From an optimization exercise on the open Yosys and OpenROAD flow, aimed at small area, a short achievable clock period and few clock cycles per item; shortcuts taken in it are not production practice.
Function was checked by simulation only, so behaviour that the tests miss may differ from the original.
In every run shown here, the design's own scripts or RTL, not TritonCTS, make the clock network.
No driver is modelled on the clock port, so clock power and skew are understated where the tree is cut down; a real chip needs a root buffer or a tree.
Power and IR drop assume default switching activity.

### config.mk
export PLATFORM = sky130hd
export DESIGN_NAME = APB_Slave
export DESIGN_NICKNAME = APB_Slave
export VERILOG_FILES = /design/flow/design.v
export SDC_FILE = /design/flow/constraint.sdc
export NUM_CORES = 4
export LEC_CHECK = 0
export CAP_MARGIN = 20
export CORE_MARGIN = 2
export CORE_UTILIZATION = 65
export CTS_CLUSTER_DIAMETER = 100
export CTS_CLUSTER_SIZE = 24
export SETUP_SLACK_MARGIN = 3.3
export SLEW_MARGIN = 20
export SYNTH_HIERARCHICAL = 1
### design.v
module APB_Slave_or8
(   input       [7:0] sel,
    input       [7:0] d,
    output            y
);
    assign y = |(sel & d);
endmodule
module APB_Slave_nor2
(   input       [1:0] a,
    output            y
);
    assign y = ~|a;
endmodule
module APB_Slave_nand2
(   input       [1:0] a,
    output            y
);
    assign y = ~&a;
endmodule
module APB_Slave_rdbit
(   input       [31:0] sel,
    input       [31:0] d,
    output             q
);
    wire  [3:0] p;                                               
    wire  [1:0] n;                                               
    genvar k;
    generate
        for (k = 0; k < 4; k = k + 1) begin : g8
            APB_Slave_or8 u (.sel(sel[8*k+7:8*k]), .d(d[8*k+7:8*k]), .y(p[k]));
        end
        for (k = 0; k < 2; k = k + 1) begin : g16
            APB_Slave_nor2 u (.a(p[2*k+1:2*k]), .y(n[k]));
        end
    endgenerate
    APB_Slave_nand2 u32 (.a(n), .y(q));
endmodule
module APB_Slave#( parameter DWIDTH = 32, AWIDTH = 5)
(   input                                      PCLK,             
    input                                   PRESETn,             
    input                                     PSELx,             
    input                                   PENABLE,             
    input                        [AWIDTH-1:0] PADDR,             
    input                                    PWRITE,             
    input                       [DWIDTH-1:0] PWDATA,             
    output reg                  [DWIDTH-1:0] PRDATA,             
    output                                   PREADY,             
    output                                   PSLVERR             
);
    localparam DEPTH = 2**AWIDTH;
    reg           [DWIDTH-1:0] mem_arr[DEPTH-1:0];
    wire           [DEPTH-1:0] word_sel;                         
    wire          [DWIDTH-1:0] rd_word;
    genvar g, b;
    generate
        for (g = 0; g < DEPTH; g = g + 1) begin : dec
            assign word_sel[g] = (PADDR == g);
            always @(posedge PCLK)
                if (PSELx && PENABLE && PWRITE && word_sel[g])
                    mem_arr[g] <= PWDATA;
        end
        for (b = 0; b < DWIDTH; b = b + 1) begin : rd
            wire [DEPTH-1:0] column;
            for (g = 0; g < DEPTH; g = g + 1) begin : col
                assign column[g] = mem_arr[g][b];
            end
            APB_Slave_rdbit u_bit (.sel(word_sel), .d(column), .q(rd_word[b]));
        end
    endgenerate
always @(posedge PCLK)
begin
    PRDATA <= rd_word;
end
    assign PREADY  = 1'b1;
    assign PSLVERR = 1'b0;
endmodule
### constraint.sdc
create_clock -name core_clock -period 5.5 [get_ports {PCLK}]
set_input_delay 1.1000 -clock core_clock [delete_from_list [all_inputs] [get_ports {PCLK}]]
set_output_delay 1.1000 -clock core_clock [all_outputs]
set_load 0.01 [all_outputs]
### standard.sh
#!/bin/bash
# synth_recipe.tcl (not shown) runs the flow's synth.tcl, then flattens the netlist and writes it again
# the make line also repeats each setting of config.mk as NAME=value (left out here)
make -C /OpenROAD-flow-scripts/flow DESIGN_CONFIG=/design/flow/config.mk WORK_HOME=/design/flow/orfs CLKGATE_MAP_FILE= SYNTH_SCRIPT=/design/flow/synth_recipe.tcl "${@:-finish}"
### flow/my_cts.tcl
# Two-level clock tree built by hand: the clock port drives a few root
# buffers, each root drives leaf buffers, each leaf drives a compact cluster
# of flip-flop clock pins found by recursive bisection of their locations.
set mct_leaf_size   [expr {[info exists ::env(MCT_LEAF_SIZE)] ? $::env(MCT_LEAF_SIZE) : 22}]
set mct_roots       [expr {[info exists ::env(MCT_ROOTS)] ? $::env(MCT_ROOTS) : 4}]
set mct_leaf_cell   [expr {[info exists ::env(MCT_LEAF_CELL)] ? $::env(MCT_LEAF_CELL) : "sky130_fd_sc_hd__clkbuf_16"}]
set mct_root_cell   [expr {[info exists ::env(MCT_ROOT_CELL)] ? $::env(MCT_ROOT_CELL) : "sky130_fd_sc_hd__clkbuf_16"}]

set db [ord::get_db]
set block [ord::get_db_block]
set clk_port_name [get_name [lindex [get_property [lindex [all_clocks] 0] sources] 0]]
set clk_net [$block findNet $clk_port_name]

# points: list of {x y payload}
proc mct_bisect {pts ngroups} {
  if {$ngroups <= 1 || [llength $pts] <= 1} { return [list $pts] }
  set xs {}; set ys {}
  foreach p $pts { lappend xs [lindex $p 0]; lappend ys [lindex $p 1] }
  set xs [lsort -integer $xs]; set ys [lsort -integer $ys]
  set dx [expr {[lindex $xs end] - [lindex $xs 0]}]
  set dy [expr {[lindex $ys end] - [lindex $ys 0]}]
  set axis [expr {$dx >= $dy ? 0 : 1}]
  set sorted [lsort -integer -index $axis $pts]
  set g1 [expr {$ngroups / 2}]
  set n [llength $sorted]
  set n1 [expr {int(round(double($n) * $g1 / $ngroups))}]
  return [concat [mct_bisect [lrange $sorted 0 [expr {$n1 - 1}]] $g1] \
                 [mct_bisect [lrange $sorted $n1 end] [expr {$ngroups - $g1}]]]
}

proc mct_center {pts} {
  set sx 0; set sy 0
  foreach p $pts { set sx [expr {$sx + [lindex $p 0]}]; set sy [expr {$sy + [lindex $p 1]}] }
  set n [llength $pts]
  return [list [expr {$sx / $n}] [expr {$sy / $n}]]
}

proc mct_place {inst xy} {
  set m [$inst getMaster]
  set x [expr {[lindex $xy 0] - [$m getWidth] / 2}]
  set y [expr {[lindex $xy 1] - [$m getHeight] / 2}]
  $inst setLocation $x $y
  $inst setPlacementStatus PLACED
}

# clock sinks
set sinks {}
foreach it [$clk_net getITerms] {
  set inst [$it getInst]
  set bb [$inst getBBox]
  set x [expr {([$bb xMin] + [$bb xMax]) / 2}]
  set y [expr {([$bb yMin] + [$bb yMax]) / 2}]
  lappend sinks [list $x $y $it]
}
set nsinks [llength $sinks]
set nleaves [expr {int(ceil(double($nsinks) / $mct_leaf_size))}]
# a multiple of the root count keeps the roots' loads even
set nleaves [expr {int(ceil(double($nleaves) / $mct_roots)) * $mct_roots}]
puts "MCT: $nsinks sinks, $nleaves leaves, $mct_roots roots"

set leaf_master [$db findMaster $mct_leaf_cell]
set root_master [$db findMaster $mct_root_cell]

# disconnect the sinks from the port net
foreach s $sinks { [lindex $s 2] disconnect }

set clusters [mct_bisect $sinks $nleaves]
set leaves {}
set i 0
foreach c $clusters {
  set net [odb::dbNet_create $block "clknet_leaf_${i}_$clk_port_name"]
  $net setSigType CLOCK
  set buf [odb::dbInst_create $block $leaf_master "clkbuf_leaf_${i}_$clk_port_name"]
  [$buf findITerm X] connect $net
  foreach s $c { [lindex $s 2] connect $net }
  set xy [mct_center $c]
  mct_place $buf $xy
  lappend leaves [list [lindex $xy 0] [lindex $xy 1] [$buf findITerm A]]
  incr i
}
set rclusters [mct_bisect $leaves $mct_roots]
set i 0
foreach c $rclusters {
  set net [odb::dbNet_create $block "clknet_root_${i}_$clk_port_name"]
  $net setSigType CLOCK
  set buf [odb::dbInst_create $block $root_master "clkbuf_root_${i}_$clk_port_name"]
  [$buf findITerm X] connect $net
  foreach s $c { [lindex $s 2] connect $net }
  mct_place $buf [mct_center $c]
  [$buf findITerm A] connect $clk_net
  incr i
}
$clk_net setSigType CLOCK
puts "MCT: built [llength $clusters] leaf and [llength $rclusters] root buffers"
set_propagated_clock [all_clocks]
### flow/run.sh
#!/bin/bash
# Own flow: the standard layout, except that the clock tree is built by
# flow/my_cts.tcl (a two-level tree: port -> root buffers -> leaf buffers ->
# flip-flops) instead of TritonCTS. Everything else, synthesis included, is
# the standard flow. Each tool's output goes to a log file in this folder.
set -euo pipefail
HERE=$(pwd)

# 1. the standard synthesis, unchanged
bash standard.sh synth > 1_synth.log 2>&1

# 2. a copy of ORFS's scripts whose CTS step sources my_cts.tcl
rm -rf "$HERE/scripts_mct"
cp -r "$FLOW_HOME/scripts" "$HERE/scripts_mct"
python3 - "$HERE/scripts_mct/cts.tcl" <<'PY'
import sys
p = sys.argv[1]
s = open(p).read()
old = "log_cmd clock_tree_synthesis {*}$cts_args"
assert old in s
s = s.replace(old, "source $::env(MCT_SCRIPT)")
open(p, "w").write(s)
PY
export SCRIPTS_DIR="$HERE/scripts_mct"
export MCT_SCRIPT="$HERE/flow/my_cts.tcl"

# 3. floorplan to final layout
bash standard.sh SCRIPTS_DIR="$SCRIPTS_DIR" finish > 2_layout.log 2>&1
==> summary.txt, run 1 <==
Min Hold Slack 0.567 ns; detailed placement HPWL 49.2 mm; io pins between 70 and 80; Final min period ~2.6 ns; CP Class in2reg; post-synth top area share 0.833; Min-Delay Endpoint PRDATA[5]; Yosys top cell by area edfxtp_1; PortBufs 72; R2R Path End PRDATA[17]; reg-to-reg setup timing slack 4.15 ns; cts hold-fix bufs 0; Reg clk slew, reported paths 0.09 ns; Rows 87; final setup violation count 0; net count reported at finish between 2000 and 2500; setup TNS 0 ns; GRT Overall Usage 0.374; Synth cell types 25; CP startpoint PADDR[1]; measured slew at the worst slew-check pin 1.16 ns; Worst setup EP type flip-flop; dpl cell area 39600 um2; Initial DRC Count 3927; fin area ~47000 um2; Post-synth EDFFs 1024; count leader, synth edfxtp_1; initial antenna violation count 7; full die area 58700 um2; largest net degree at the start of global routing 33; Synth top cells by count 1024 x edfxtp_1, 512 x a22oi_1, 129 x nand4_1; Syn Nets 1935; P&R area growth vs syn 26.6%; via count approximately 23000; LEAKAGE 14.8 nW; first-pass GRT wire length 156 mm; Pins Over Slew Limit 0; clock skew 0.0296 ns; Critical Path RT 5.80 ns; worst skew pair latency 0.45 ns; Seq/Total Area, Yosys 0.850; highest clock rate 0.392 GHz; number of remaining DRC errors 0; number of synthesized register bits between 1000 and 1500; status no timing/DRC/antenna violations; dominant cells by area after synthesis edfxtp_1 83%, a22oi_1 10%, nand4_1 2.2%, dfxtp_1 1.7%, nor2_1 1.1%; gp weighted congestion 0.794; core area 56300 um2; Post-DRT Antenna Nets 0; worst-path maximum fanout 8; Worst R2R Start mem_arr[18][17]; PD cells around 290 nW/um2; share of layout cells above drive strength 1 0.298; min-delay src mem_arr[22][5]; Final period util 0.464; Mapped Area 36900 um2; async set-reset flop share out of synthesis 0; Initial Utilization 0.656; post-synthesis average cell area between 15 and 20 um2; wire length per cell approximately 40 um; via/cell ratio 7.52; r2r worst-path depth 4; Die Height 242 um; hold depth 4; dominant synthesized flop cell edfxtp_1; WL final between 100 and 150 mm; Hold/Removal Path Class reg2reg; Hold Vio Cnt, Final 0; 1st-pass router iterations 6; YS warnings 8; Overflow after GRT 0; CP arrival 2.85 ns; Post-Syn Instances between 1500 and 2000; Startpoint Class primary input; Slew HR 0.230; RSZ-0062 raised after global routing yes; die width 242 um; vias in the first global route 21800; max_cap viols 0; maximum VDD drop between 0.3 and 0.4 mV
## layout by cell type (no fill, tap or decap), types with 2 or more instances in the layout
master	netlist	routed
buf_6	1	77
buf_12	0	109
nand4_1	129	129
buf_8	0	25
a22oi_1	512	395
dfxtp_1	32	25
buf_4	2	86
clkbuf_2	1	5
a22oi_2	0	117
nor2_4	0	69
conb_1	2	2
clkdlybuf4s50_1	0	2
clkbuf_16	0	77
or4b_4	2	2
nand4b_1	2	2
edfxtp_1	1024	1024
clkdlybuf4s15_1	0	4
nor2_2	0	36
dlygate4sd2_1	0	30
nor2_1	108	15
nand2_1	34	30
nor3_4	0	20
nand2_2	0	2
nand4bb_4	0	4
dfxtp_2	0	6
buf_16	0	30
buf_2	5	26
## sequential cells by signal (all words and copies together) (netlist names)
signal   flops
mem_arr   1024
PRDATA      32
## through the flow
stage	worst slack, ns	utilization	cells	power [mW]
global route	3.00	0.830	3118	13.9
detailed placement	1.20	0.703	2782	9.61
finish	2.95	0.830	3119	13.6
floorplan	2.17	-	1893	9.26
global placement	1.26	0.703	2781	9.60
CTS	3.11	0.801	3058	13.5
## worst max-delay path by stage
stage | end | slack [ns] | cells past startpoint
final | PRDATA[17] | 2.95 | 10
after detailed placement | mem_arr[4][20] | 1.20 | 4
after global routing | PRDATA[17] | 3.00 | 9
after CTS | mem_arr[8][5] | 3.11 | 8
after global placement | mem_arr[5][24] | 1.26 | 4
after floorplan | mem_arr[17][0] | 2.17 | 4
## cell type report
cell class	count	area, um2
fillers	2478	9540
repair buffers	420	6030
multi-input cells	833	7040
diodes	1	2.50
plain buffers	52	1300
flip-flops and latches	1056	31400
inverters	1	7.51
well taps	756	946
## per-module statistics from Yosys (local to each module, per instance), excerpt
| module | cells inside | times used | area [um2] |
|---|---|---|---|
| APB_Slave_or8 | 5 | 128 | 36.3 |
| APB_Slave_nand2 | 1 | 32 | 3.75 |
| APB_Slave_nor2 | 1 | 64 | 3.75 |
| APB_Slave | 1157 | 1 | 31900 |
## worst max-delay path, cell delays in order
cell and delay, ns:
bufbuf_16 0.24, nand2b_4 0.17, buf_6 0.15, nor2_4 0.06
buf_12 0.13, buf_16 0.16, a22oi_1 0.22, nand4_1 0.22
nor2_4 0.23, nand2_1 0.15
## kinds of logic after synthesis
| family | share of synthesized area |
|---|---|
| buffers and inverters | 0.00224 |
| other | 0.000203 |
| flip-flops | 0.850 |
| AND/OR/NAND/NOR | 0.0431 |
| AO/OA/AOI/OAI | 0.104 |
## report_power, final
part           internal [mW]  switching [mW]  total, mW
combinational          0.257           0.486      0.743
sequential              8.88          0.0482       8.92
clock                   1.69            2.29       3.98
## repair_timing
action | CTS | global route
endpoints found under the setup margin | 1781 | 929
setup buffers | 188 | 26
gates resized for setup | 466 | 180
pin swaps | 189 | 140
cloned | 36 | 32
## per-layer routing
| layer | GRT usage | vias up | share of wire |
|---|---|---|---|
| met3 | 0.0699 | 557 | 0.14 |
| met1 | 0.515 | 11600 | 0.32 |
| met4 | 0.172 | 12 | 0.078 |
| met5 | 0 | - | 0.00088 |
| met2 | 0.594 | 2219 | 0.46 |
| li1 | - | 9040 | - |
Testbench counts, summed over its fixed seeds: cycles 8,184, transfers 4,096.
==> inputs of run 2 (changes only) <==
==> flow/run.sh (replaced) <==
#!/bin/bash
# Own flow: the standard layout, except that
#  - the port buffers inserted before global placement are plain buf_4 cells
#    (ORFS's default pick on sky130hd is a clock delay buffer), and
#  - the clock tree is built by flow/my_cts.tcl (a two-level tree: port ->
#    root buffers -> leaf buffers -> flip-flops) instead of TritonCTS.
# Synthesis is the standard one. Each tool's output goes to a log file here.
set -euo pipefail
HERE=$(pwd)

# 1. the standard synthesis, unchanged
bash standard.sh synth > 1_synth.log 2>&1

# 2. a copy of ORFS's scripts whose CTS step sources my_cts.tcl
rm -rf "$HERE/scripts_mct"
cp -r "$FLOW_HOME/scripts" "$HERE/scripts_mct"
python3 - "$HERE/scripts_mct/cts.tcl" <<'PY'
import sys
p = sys.argv[1]
s = open(p).read()
old = "log_cmd clock_tree_synthesis {*}$cts_args"
assert old in s
s = s.replace(old, "source $::env(MCT_SCRIPT)")
open(p, "w").write(s)
PY
export SCRIPTS_DIR="$HERE/scripts_mct"
export MCT_SCRIPT="$HERE/flow/my_cts.tcl"
export BUFFER_PORTS_ARGS="-buffer_cell sky130_fd_sc_hd__buf_4"

# 3. floorplan to final layout
bash standard.sh SCRIPTS_DIR="$SCRIPTS_DIR" BUFFER_PORTS_ARGS="$BUFFER_PORTS_ARGS" finish > 2_layout.log 2>&1
==> run 2 against run 1 <==
Compared with the run above: still clean on timing, DRC and antenna; critical path depth shrank 1; combinational power is 8.7% lower; sequential power barely moved; final area is 5.6% lower; total power shrank 1.2%; sequential share of layout area is 3.9 points higher; register-to-register slack got worse by 0.08 ns; largest cell class unchanged; largest power group unchanged.
==> summary.txt, run 2 <==
CP Class in2reg; fin area 44100 um2 (-5.6%); GRT Overall Usage 0.349 (-0.0250); status no timing/DRC/antenna violations; Critical Path RT 5.81 ns (about the same); vias in the first global route 20800 (-4.9%); P&R area growth vs syn 19.6%; commonest non-fill, non-tap cell in the layout edfxtp_1; core area 56300 um2 (unchanged); via/cell ratio 7.19 (-4.4%); Initial Utilization 0.656 (unchanged); async set-reset flop share out of synthesis 0 (unchanged); dominant cells by area after synthesis edfxtp_1 83%, a22oi_1 10%, nand4_1 2.2%, dfxtp_1 1.7%, nor2_1 1.1%; clock skew 0.0192 ns (-0.0105 ns); Initial DRC Count 3430 (-13%); post-synth top area share 0.833 (unchanged); post-synthesis average cell area 19.5 um2 (unchanged); dpl cell area 39300 um2 (-0.83%); Mapped Area 36900 um2 (unchanged); post-layout util 0.784 (-0.0461); share of layout cells above drive strength 1 0.231 (-0.0669); Clk pwr share 0.289 (-0.003); Pins Over Slew Limit 0 (unchanged); Overflow after GRT 0 (unchanged); gp weighted congestion 0.787 (-0.97%); Post-synth EDFFs 1024 (unchanged); Syn Nets 1935 (unchanged); largest registers mem_arr: 1024 flops, PRDATA: 32 flops; die width 242 um (unchanged); CP arrival 2.81 ns (-0.04 ns); PD cells 305 nW/um2 (+4.6%); logic gate share of total power 0.050 (-0.004); Largest Register mem_arr; detailed placement HPWL 46.9 mm (-4.7%); PortBufs 72 (unchanged); Worst setup EP type flip-flop; Synth cell types 25 (unchanged); highest clock rate 0.401 GHz (+2.3%); Hold/Removal Path Class reg2reg; Post-DRT Antenna Nets 0 (unchanged); measured slew at the worst slew-check pin 0.533 ns (-0.622 ns); first-pass GRT wire length 146 mm (-6.2%); count leader, synth edfxtp_1; WL final 106 mm (-14%); io pins 76 (unchanged); final setup violation count 0 (unchanged); cts hold-fix bufs 0 (unchanged); via count 21600 (-8.1%); Yosys top cell by area edfxtp_1; initial antenna violation count 1 (-6); YS warnings 8 (unchanged); RSZ-0062 raised after global routing yes; setup TNS 0 ns (unchanged); full die area 58700 um2 (unchanged); Rows 87 (unchanged); switching share of total power 0.200 (-0.00748); worst skew pair latency 0.43 ns (-0.02 ns); maximum VDD drop 0.350 mV (-3.7%); 1st-pass router iterations 5 (-1); LEAKAGE 13.7 nW (-6.9%); Hold Vio Cnt, Final 0 (unchanged); Seq/Total Area, Yosys 0.850 (unchanged); Sequential Power Share 0.661 (+0.007); wire length per cell 35.4 um (-11%); Post-Syn Instances 1893 (unchanged); Pint 10.8 mW (-0.31%); Reg clk slew, reported paths 0.09 ns (about the same); number of remaining DRC errors 0 (unchanged); Startpoint Class primary input; Net Sw Power 2.69 mW (-4.8%); Final min period 2.49 ns (-0.0585 ns); number of flip-flops in the largest register 1024 (unchanged); most frequent cells in the layout 1024 x edfxtp_1, 487 x a22oi_1, 147 x buf_4; largest net degree at the start of global routing 33 (unchanged); net count reported at finish 2285 (-5.0%); max_cap viols 0 (unchanged); number of synthesized register bits 1056 (unchanged); Synth top cells by count 1024 x edfxtp_1, 512 x a22oi_1, 129 x nand4_1; dominant synthesized flop cell edfxtp_1; Final period util 0.454 (-0.0106); Slew HR 0.645 (+0.415); Die Height 242 um (unchanged); worst-path maximum fanout 32 (+24)
==> run 2: cell counts after synthesis <==
No cell type changed its count.
==> run 2: power groups by stage <==
stage          registers, mW  logic (mW)  clock network, mW
6_report                8.90       0.678               3.89
5_1_grt                 8.91       0.701               4.17
4_1_cts                 8.90       0.628               3.90
3_5_place_dp            9.08       0.497                  0
3_3_place_gp            9.08       0.483                  0
2_1_floorplan           9.09       0.168                  0
==> run 2: logic make-up (layout without fill, tap and decap cells) <==
kind of cell / count (synthesis) / count (layout) / share of synthesized area
compound gates: 512 / 512 / 0.104
buf+inv: 16 / 348 / 0.00224
flops: 1056 / 1056 / 0.850
other cells: 2 / 4 / 0.000203
simple gates: 307 / 323 / 0.0431
==> run 2: metrics by stage <==
stage               power, mW  worst slack (ns)  std cells  hold WS [ns]
floorplan                9.26              2.17       1893         0.514
global placement         9.56              1.59       2760         0.544
global route             13.8              3.04       2997         0.621
finish                   13.5              3.01       2999         0.574
detailed placement       9.58              1.56       2761         0.552
CTS                      13.4              3.15       2973         0.571
==> run 2: final cells by class <==
class	count	area, um2
Antenna cell	2	5.00
Multi-Input combinational cell	837	6630
Fill cell	2923	12100
Inverter	1	7.51
Sequential cell	1056	31400
Buffer	52	1300
Tap cell	756	946
Timing Repair Buffer	295	3860
==> run 2: Yosys stat by module, one instance, submodules excluded, excerpt <==
module / flip-flops and latches / cell area (um2) / copies in the design
APB_Slave: 1056 / 31900 / 1
APB_Slave_or8: 0 / 36.3 / 128
APB_Slave_nand2: 0 / 3.75 / 32
APB_Slave_nor2: 0 / 3.75 / 64
==> run 2: timing repair <==
item / 4_1_cts / 5_1_grt
gates resized for setup: 230 / 62
cloned: 28 / 8
setup endpoints to repair: 1056 / 727
setup buffers: 132 / 16
pin swaps: 105 / 69
==> run 2: routing by layer <==
layer | up-vias | GRT usage | part of all wire
li1 | 8783 | - | -
met5 | - | 0 | 0
met1 | 11000 | 0.493 | 0.36
met4 | 0 | 0.155 | 0.050
met3 | 297 | 0.0575 | 0.12
met2 | 1515 | 0.550 | 0.48
==> run 2: worst paths after layout <==
kind / startpoint / end / slack [ns] / cells after the start
min reg2reg: mem_arr[20][5] / PRDATA[5] / 0.57 / 4
min: mem_arr[20][5] / PRDATA[5] / 0.57 / 4
max reg2reg: mem_arr[18][31] / PRDATA[31] / 4.07 / 4
max: PADDR[0] / PRDATA[31] / 3.01 / 9
==> run 2: critical path: stages <==
cell and delay [ns]:
buf_12 0.10, buf_4 0.13, nand4bb_4 0.17, nor2_2 0.05
buf_4 0.28, a22oi_1 0.30, nand4_1 0.29, nor2_4 0.27
nand2_1 0.09

[separate check: timing with driven ports]
The results above use ideal ports. As a check the final layouts listed here were re-extracted and re-timed, cells and wires unchanged.
Step 1: set_driving_cell puts a clkbuf_16 on PCLK and a buf_2 on each other input, an assumption about the parent block.
Step 2 also shifts input and output timing later by t, the mid clock arrival at the registers, as if the neighbouring blocks saw the same clock.
Slacks: no drivers / after step 1 / after step 2; pairs: no drivers / after step 1.
| run | t, ns | setup slack, ns | worst hold slack (ns) | worst setup path at the end | pins driven straight from the clock port |
|---|---|---|---|---|---|
| run 1 | 0.565 | 2.947 / 2.943 / 2.378 | 0.567 / 0.567 / 0.567 | input to register | 4 |
| run 2 | 0.557 | 3.005 / 3.004 / 2.447 | 0.574 / 0.574 / 0.574 | input to register | 4 |
After both steps every run listed still meets setup and hold. The setup slack of run 1, which loses most, moves by -0.004 ns with the drivers and by -0.569 ns with both steps.
